Context: an optimization exercise on an open-source flow, tuned for small area and a short achievable clock period. The choices shown serve that exercise and are no tape-out recipe. In this exercise RTL edits were held to simulation tests only and were not proved equivalent to the original. Power is estimated from default activity; no workload was simulated.

the baseline:
Design video_gen, start of the top module:
module video_gen (
  input  wire        clk,
  input  wire        reset,
  input  wire        interlaced,
  input  wire [11:0] v_total_0,
  input  wire [11:0] v_fp_0,
  input  wire [11:0] v_bp_0,
  input  wire [11:0] v_sync_0,
  input  wire [11:0] v_total_1,
  input  wire [11:0] v_fp_1,
  input  wire [11:0] v_bp_1,
  input  wire [11:0] v_sync_1,
  input  wire [11:0] h_total,
  input  wire [11:0] h_fp,
  input  wire [11:0] h_bp,
  input  wire [11:0] h_sync,
  input  wire [11:0] hv_offset_0,
  input  wire [11:0] hv_offset_1,
  input  wire [11:0] total_active_pix,
  input  wire [11:0] total_active_lines,
  input  wire [7:0]  pattern,
  input  wire [19:0] ramp_step,
  input  wire [7:0]  r_in,
  input  wire [7:0]  g_in,
  input  wire [7:0]  b_in,
  output wire [12:0] v_count_out,
  output wire [11:0] h_count_out,
  output wire [11:0] x_out,
  output wire [12:0] y_out,
  output wire        field_out,
  output wire        vs_out,
  output wire        hs_out,
  output wire        de_out,
  output wire [7:0]  r_out,
  output wire [7:0]  g_out,
  output wire [7:0]  b_out
);
==> flow/config.mk <==
export PLATFORM = sky130hd
export DESIGN_NAME = video_gen
export DESIGN_NICKNAME = video_gen
export VERILOG_FILES = /design/flow/design.v
export SDC_FILE = /design/flow/constraint.sdc
export NUM_CORES = 4
export LEC_CHECK = 0
export CAP_MARGIN = 0
export CORE_AREA = 2.3 2.72 137.54 136.0
export CTS_BUF_LIST = sky130_fd_sc_hd__clkbuf_4 sky130_fd_sc_hd__clkbuf_8
export DIE_AREA = 0 0 140 140
export SETUP_SLACK_MARGIN = 2.8
export SLEW_MARGIN = 0
export TNS_END_PERCENT = 0
==> flow/constraint.sdc <==
create_clock -name core_clock -period 5.0 [get_ports {clk}]
set_input_delay 1.0000 -clock core_clock [delete_from_list [all_inputs] [get_ports {clk}]]
set_output_delay 1.0000 -clock core_clock [all_outputs]
set_load 0.01 [all_outputs]
standard.sh (not shown) runs the stock make flow with config.mk's settings and CLKGATE_MAP_FILE= SYNTH_SCRIPT=/design/flow/synth_recipe.tcl, a recipe that flattens the netlist after the stock synthesis.
==> flow/flow/run.sh <==
#!/bin/bash
set -euo pipefail
export BUFFER_PORTS_ARGS="-buffer_cell sky130_fd_sc_hd__buf_1"
bash standard.sh > standard_flow.log 2>&1
Relative to the baseline, the following input files were edited for the candidate:
diff --git a/flow/config.mk b/flow/config.mk
--- a/flow/config.mk
+++ b/flow/config.mk
@@ -7,3 +7,3 @@
 export LEC_CHECK = 0
-export CAP_MARGIN = 0
+export CAP_MARGIN = 20
 export CORE_AREA = 2.3 2.72 137.54 136.0
@@ -11,4 +11,5 @@
 export DIE_AREA = 0 0 140 140
+export PLACE_DENSITY = 0.75
 export SETUP_SLACK_MARGIN = 2.8
-export SLEW_MARGIN = 0
+export SLEW_MARGIN = 20
 export TNS_END_PERCENT = 0
Notes after the runs:
- Non-clock buffer instance count of the final layout came out exactly the same in the baseline and the candidate.
- Between the candidate and the baseline, the synthesis-to-layout area growth does not differ in any meaningful way.
- Delta (the candidate minus the baseline): number of top-level design ports did not really move, number of enable-type register cells in the synthesized netlist neither gained nor lost much.

video_gen, a different RTL version from the one above (not shown whole).
Size in the first run: roughly 1300 cells after synthesis, ~170 flip-flops.
clock: 5.0 ns
lec_check: 0
cap_margin: 20
core_area: 2.3 2.72 157.78 157.76
cts_buf_list: sky130_fd_sc_hd__clkbuf_4 sky130_fd_sc_hd__clkbuf_8
die_area: 0 0 160 160
setup_slack_margin: 2.5
slew_margin: 20
Scripts as last shown in full above: flow/flow/run.sh
Then changed:
Settings changed: CORE_AREA 2.3 2.72 157.78 157.76 to 2.3 2.72 207.7 207.12, CTS_BUF_LIST sky130_fd_sc_hd__clkbuf_4 sky130_fd_sc_hd__clkbuf_8 to unset, DIE_AREA 0 0 160 160 to 0 0 210 210.
After rerunning:
- The changed run completed with no timing, DRC or antenna violations
- die area grows by 72%
- power grows by 12%
- first-iteration DRC count grows by 37%
- synthesized cell count is unchanged

==> port drivers added, routing unchanged <==
In the flow no input, the clock included, has a driving cell. The finished layouts below were timed again as built, in two steps.
Step 1, drivers: a clkbuf_16 drives clk and a buf_2 each remaining input, both assumed.
Step 2 adds t to the input delays and takes it off the output delays; t is the mean of the earliest and latest rising clock arrival at the registers after step 1. Input paths then give back, and output paths get back, about the clock's delay inside the block.
a / b / c = ideal ports / drivers / drivers and shift; a / b = the first two.
| run | t, ns | setup slack, ns | worst setup path after step 2 | worst data-port slew with drivers (ns) | pins driven straight from the clock port |
|---|---|---|---|---|---|
| the baseline | 0.519 | 2.521 / 2.510 / 1.991 | input to register | 0.07 | 1 |
| the candidate | 0.519 | 2.521 / 2.510 / 1.991 | input to register | 0.07 | 1 |
| the first run of note 2 | 0.504 | 2.429 / 2.436 / 1.950 | input to register | 0.07 | 1 |
| the second run of note 2 | 0.500 | 2.329 / 2.329 / 1.935 | input to register | 0.07 | 1 |
After both steps every run listed still meets setup and hold.
